Source: an optimization exercise on an open RTL-to-GDS flow (aim: small area and a short achievable clock period). Production flows keep margins and buffers that such runs may drop. Where RTL was checked, it was by simulation tests only, not by an equivalence proof against the original. The clock port is modelled as an ideal driver; clocking choices that lean on that would not hold on a real chip. Power figures rest on the tool's default switching activity, not on a simulated workload.

==> module top_module, before the edit <==
module top_module(
    input clk,
    input rst,
    input [15:0] sw,
    input btnC,
    output reg [6:0] seg,
    output reg [3:0] an,
    output reg bitti,
    output [1:0] p
    );
    reg btnC_prev;
    reg sira, p0, p1;
    reg s1;              
    reg arm;             
    reg [15:0] sayi0, sayi1;
    reg [15:0] m;
    assign p = {p1, p0};
    wire s0 = sira | s1;
    wire gir = btnC & ~btnC_prev;
    wire cmp = btnC & arm;
    wire [15:0] tah_n = ~(sw & {16{s1}});
    wire [15:0] sa_n;    
    mux16 smux(.sel(sira), .a(sayi0), .b(sayi1), .y_n(sa_n));
    wire [15:0] m_n;
    match_matrix mm(.g_n(tah_n), .s_n(sa_n), .m(m_n));
    always @(posedge clk) begin
        if (rst) begin
            btnC_prev <= 1'b0;
            p0 <= 1'b1;
            s1 <= 1'b0;
            sira <= 1'b0;
            p1 <= 1'b1;
            arm <= 1'b0;
        end else begin
            btnC_prev <= btnC;
            arm <= ~btnC & s0 & ~bitti;
            if (gir) begin
                if (s0) begin
                    p0 <= 1'b0;
                    s1 <= 1'b1;
                end
                sira <= ~sira;
            end
            if (cmp) p1 <= ~sira;
        end
    end
    wire win = btnC & arm & ~rst;
    wire bitti_n;
    win_set ws(.keep(bitti & ~rst), .win(win), .d({m_n[15], m_n[10], m_n[5], m_n[0]}), .y(bitti_n));
    always @(posedge clk)
        bitti <= bitti_n;
    always @(posedge clk) begin
        if (!s0) sayi0 <= sw;
        if (!s1) sayi1 <= sw;
        if (cmp) m <= m_n;
    end
    wire [3:0] v;
    digit_sel ds(.m(m), .s1(s1), .an(an), .v(v));
    wire [6:0] seg_n;
    hex7 hx(.v(v), .seg(seg_n));
    always @(posedge clk) begin
        if (rst) begin
            an <= 4'b1111;
            seg <= 7'b000_0000;
        end else begin
            an <= {an[2:0], an[3] & ~&an[2:0]};
            seg <= seg_n;
        end
    end
endmodule
==> flow/config.mk <==
export PLATFORM = sky130hd
export DESIGN_NAME = top_module
export DESIGN_NICKNAME = top_module
export VERILOG_FILES = /design/flow/design.v
export SDC_FILE = /design/flow/constraint.sdc
export NUM_CORES = 4
export LEC_CHECK = 0
export ABC_AREA = 0
export CAP_MARGIN = 20
export CORE_MARGIN = 2
export CORE_UTILIZATION = 70
export SLEW_MARGIN = 20
export SYNTH_HIERARCHICAL = 1
==> flow/constraint.sdc <==
create_clock -name core_clock -period 12.5 [get_ports {clk}]
set_input_delay 2.5000 -clock core_clock [delete_from_list [all_inputs] [get_ports {clk}]]
set_output_delay 2.5000 -clock core_clock [all_outputs]
set_load 0.01 [all_outputs]
standard.sh (not shown) runs the stock make flow with config.mk's settings and CLKGATE_MAP_FILE= SYNTH_SCRIPT=/design/flow/synth_recipe.tcl, a recipe that flattens the netlist after the stock synthesis.
==> flow/flow/run.sh <==
#!/bin/bash
# The standard ORFS layout (standard.sh) with three changes: plain
# buffers (not delay cells) on the ports, no dummy loads in the clock tree,
# and after clock tree synthesis a resizing pass (flow/post_cts.tcl) that
# sizes the critical paths up to a tighter target and then downsizes the
# cells that are larger than the timing needs. Each step's full output goes
# to its own log here (synth.log, layout.log) and to ORFS's logs/.
set -euo pipefail
here=$(pwd)
bash standard.sh synth > synth.log 2>&1
bash standard.sh \
  "BUFFER_PORTS_ARGS=-buffer_cell sky130_fd_sc_hd__buf_1" \
  "CTS_ARGS=-sink_clustering_enable -repair_clock_nets -dont_use_dummy_load" \
  "POST_CTS_TCL=$here/flow/post_cts.tcl" \
  finish > layout.log 2>&1
Other scripts of this flow, unchanged in this note and not shown: flow/flow/downsize.tcl, flow/flow/margin.txt, flow/flow/post_cts.tcl
The baseline ran to the end with no violations.
==> next run, changes <==
--- a/flow/design.v
+++ b/flow/design.v
@@ -9,15 +9,14 @@
     output reg bitti,
     output [1:0] p
     );
     reg btnC_prev;
-    reg sira, p0, p1;
+    reg s0, sira, p0, p1;
     reg s1;              
     reg arm;             
     reg [15:0] sayi0, sayi1;
     reg [15:0] m;
     assign p = {p1, p0};
-    wire s0 = sira | s1;
     wire gir = btnC & ~btnC_prev;
     wire cmp = btnC & arm;
     wire [15:0] tah_n = ~(sw & {16{s1}});
     wire [15:0] sa_n;    
@@ -26,8 +25,9 @@
     match_matrix mm(.g_n(tah_n), .s_n(sa_n), .m(m_n));
     always @(posedge clk) begin
         if (rst) begin
             btnC_prev <= 1'b0;
+            s0 <= 1'b0;
             p0 <= 1'b1;
             s1 <= 1'b0;
             sira <= 1'b0;
             p1 <= 1'b1;
@@ -35,8 +35,9 @@
         end else begin
             btnC_prev <= btnC;
             arm <= ~btnC & s0 & ~bitti;
             if (gir) begin
+                s0 <= 1'b1;
                 if (s0) begin
                     p0 <= 1'b0;
                     s1 <= 1'b1;
                 end
Result: Cell area grows by 0.83%; total power is lower by 2.3%; via count is higher by 0.33%; critical path depth is higher by 2; worst setup slack is better by 0.021 ns.
The RTL of the first run of this note was laid out without a check of its function.

Another version of the RTL of top_module (not shown whole).
Size in the first run: roughly 65 flip-flops, ~33 I/O pins, roughly 4200 sq um of cells after synthesis.
==> module top_module, before the edit <==
module top_module(
    input clk,
    input rst,
    input [15:0] sw,
    input btnC,
    output reg [6:0] seg,
    output reg [3:0] an,
    output reg bitti,
    output [1:0] p
    );
    reg btnC_prev;
    reg s0, s1, sira, p1;
    reg [15:0] sayi0, sayi1, g;
    wire gir = btnC & ~btnC_prev;
    wire cmp = gir & s0 & ~bitti;
    wire [15:0] tah = s1 ? sw : 16'd0;
    wire [15:0] sa = sira ? sayi0 : sayi1;
    assign p = {p1, ~s1};
    always @(posedge clk) begin
        if (rst) begin
            btnC_prev <= 1'b0;
            s0 <= 1'b0;
            s1 <= 1'b0;
            sira <= 1'b0;
            p1 <= 1'b1;
            bitti <= 1'b0;
        end else begin
            btnC_prev <= btnC;
            if (gir) begin
                s0 <= 1'b1;
                if (s0) s1 <= 1'b1;
                sira <= ~sira;
            end
            if (cmp) begin
                p1 <= ~sira;
                if (tah == sa) bitti <= 1'b1;
            end
        end
    end
    always @(posedge clk) begin
        if (!s0) sayi0 <= sw;
        if (!s1) sayi1 <= sw;
        if (cmp) g <= tah;
    end
    wire [15:0] sd = p1 ? sayi1 : sayi0;
    reg [2:0] bull;
    reg [3:0] cow;
    integer i, j;
    always @(*) begin
        bull = 3'd0;
        cow = 4'd0;
        for (i = 0; i < 4; i = i + 1)
            for (j = 0; j < 4; j = j + 1)
                if (i == j) bull = bull + (g[4*i +: 4] == sd[4*j +: 4]);
                else cow = cow + (g[4*i +: 4] == sd[4*j +: 4]);
        if (!s1) begin
            bull = 3'd0;
            cow = 4'd0;
        end
    end
    function [6:0] hex(input [3:0] v);
        case (v)
            4'h0: hex = 7'b000_0001;
            4'h1: hex = 7'b100_1111;
            4'h2: hex = 7'b001_0010;
            4'h3: hex = 7'b000_0110;
            4'h4: hex = 7'b100_1100;
            4'h5: hex = 7'b010_0100;
            4'h6: hex = 7'b010_0000;
            4'h7: hex = 7'b000_1111;
            4'h8: hex = 7'b000_0000;
            4'h9: hex = 7'b000_0100;
            4'hA: hex = 7'b000_1000;
            4'hB: hex = 7'b110_0000;
            4'hC: hex = 7'b011_0001;
            4'hD: hex = 7'b100_0010;
            4'hE: hex = 7'b011_0000;
            default: hex = 7'b011_1000;
        endcase
    endfunction
    always @(posedge clk) begin
        if (rst) begin
            an <= 4'b1111;
            seg <= 7'b000_0000;
        end else if (!an[0]) begin
            an <= 4'b1101;
            seg <= 7'b011_0001;
        end else if (!an[1]) begin
            an <= 4'b1011;
            seg <= hex({1'b0, bull});
        end else if (!an[2]) begin
            an <= 4'b0111;
            seg <= 7'b110_0000;
        end else begin
            an <= 4'b1110;
            seg <= hex(cow);
        end
    end
endmodule
==> flow/config.mk <==
export PLATFORM = sky130hd
export DESIGN_NAME = top_module
export DESIGN_NICKNAME = top_module
export VERILOG_FILES = /design/flow/design.v
export SDC_FILE = /design/flow/constraint.sdc
export NUM_CORES = 4
export LEC_CHECK = 0
export CAP_MARGIN = 20
export CORE_MARGIN = 2
export CORE_UTILIZATION = 40
export SLEW_MARGIN = 20
==> flow/constraint.sdc <==
create_clock -name core_clock -period 12.5 [get_ports {clk}]
set_input_delay 2.5000 -clock core_clock [delete_from_list [all_inputs] [get_ports {clk}]]
set_output_delay 2.5000 -clock core_clock [all_outputs]
set_load 0.01 [all_outputs]
run.sh (not shown) runs the stock make flow with config.mk's settings and CLKGATE_MAP_FILE= SYNTH_SCRIPT=/design/flow/synth_recipe.tcl, a recipe that flattens the netlist after the stock synthesis.
Stock flow here: none of the scripts above is used.
Rerun with:
--- a/flow/design.v
+++ b/flow/design.v
@@ -4,61 +4,65 @@
     input rst,
     input [15:0] sw,
     input btnC,
     output reg [6:0] seg,
     output reg [3:0] an,
-    output reg bitti,
+    output bitti,
     output [1:0] p
     );
     reg btnC_prev;
+    reg [2:0] bull;
+    reg [3:0] cow;
     reg s0, s1, sira, p1;
-    reg [15:0] sayi0, sayi1, g;
+    reg [15:0] sayi0, sayi1;
     wire gir = btnC & ~btnC_prev;
-    wire cmp = gir & s0 & ~bitti;
+    wire cmp = gir & s0 & ~bull[2];
     wire [15:0] tah = s1 ? sw : 16'd0;
     wire [15:0] sa = sira ? sayi0 : sayi1;
     assign p = {p1, ~s1};
+    assign bitti = bull[2];
     always @(posedge clk) begin
         if (rst) begin
             btnC_prev <= 1'b0;
             s0 <= 1'b0;
             s1 <= 1'b0;
             sira <= 1'b0;
             p1 <= 1'b1;
-            bitti <= 1'b0;
         end else begin
             btnC_prev <= btnC;
             if (gir) begin
                 s0 <= 1'b1;
                 if (s0) s1 <= 1'b1;
                 sira <= ~sira;
             end
             if (cmp) begin
                 p1 <= ~sira;
-                if (tah == sa) bitti <= 1'b1;
             end
         end
     end
     always @(posedge clk) begin
         if (!s0) sayi0 <= sw;
         if (!s1) sayi1 <= sw;
-        if (cmp) g <= tah;
     end
-    wire [15:0] sd = p1 ? sayi1 : sayi0;
-    reg [2:0] bull;
-    reg [3:0] cow;
+    reg [2:0] bull_n;
+    reg [3:0] cow_n;
     integer i, j;
     always @(*) begin
-        bull = 3'd0;
-        cow = 4'd0;
+        bull_n = 3'd0;
+        cow_n = 4'd0;
         for (i = 0; i < 4; i = i + 1)
             for (j = 0; j < 4; j = j + 1)
-                if (i == j) bull = bull + (g[4*i +: 4] == sd[4*j +: 4]);
-                else cow = cow + (g[4*i +: 4] == sd[4*j +: 4]);
-        if (!s1) begin
-            bull = 3'd0;
-            cow = 4'd0;
+                if (i == j) bull_n = bull_n + (tah[4*i +: 4] == sa[4*j +: 4]);
+                else cow_n = cow_n + (tah[4*i +: 4] == sa[4*j +: 4]);
+    end
+    always @(posedge clk) begin
+        if (rst) begin
+            bull <= 3'd0;
+            cow <= 4'd0;
+        end else if (cmp) begin
+            bull <= bull_n;
+            cow <= cow_n;
         end
     end
     function [6:0] hex(input [3:0] v);
         case (v)
             4'h0: hex = 7'b000_0001;
=> The new run passed the timing, DRC and antenna checks. Power goes down by 4.4%. Synthesized cell count goes up by 24%. Fmax goes down by 24%. Count of clock-buffer cells in the layout goes up by 2. Hold slack gets worse by 59 ps. Register-to-register slack gets worse by 160 ps. Cell area hardly moves. Wire length goes up by 8.7%. Synthesized area goes up by 2.3%. Combinational power goes up by 29%.
Function was not checked in any run of this note: the RTL went through the layout flow alone.

[what the ideal ports hide]
How much do the figures lean on ideal ports? The routed layouts below were timed once more, with nothing changed but the port constraints.
Step 1, drivers: a clkbuf_16 drives clk and a buf_2 each remaining input, both assumed.
Step 2 moves the port delays by t, midway between the first and last clock arrival at a register: inputs arrive t later, outputs are due t later. That takes back most of the time a late clock gives input paths.
a / b / c = no drivers / after step 1 / after step 2; a / b = the first two.
| run | shift t [ns] | setup slack, ns | hold WS [ns] | latest minus earliest clock arrival (ns) |
|---|---|---|---|---|
| the first run of note 1 | 0.350 | 9.051 / 9.054 / 8.704 | 0.452 / 0.452 / 0.452 | 0.025 / 0.026 |
| the second run of note 1 | 0.353 | 9.072 / 9.079 / 8.726 | 0.461 / 0.461 / 0.461 | 0.023 / 0.024 |
| the first run of note 2 | 0.365 | 6.620 / 6.620 / 6.620 | 0.511 / 0.511 / 0.511 | 0.013 / 0.013 |
| the second run of note 2 | 0.384 | 4.802 / 4.809 / 4.425 | 0.452 / 0.452 / 0.452 | 0.012 / 0.012 |
After both steps every run listed still meets setup and hold. For the second run of note 2, which loses most, drivers alone change the setup slack by +0.007 ns; drivers and shift together by -0.377 ns.
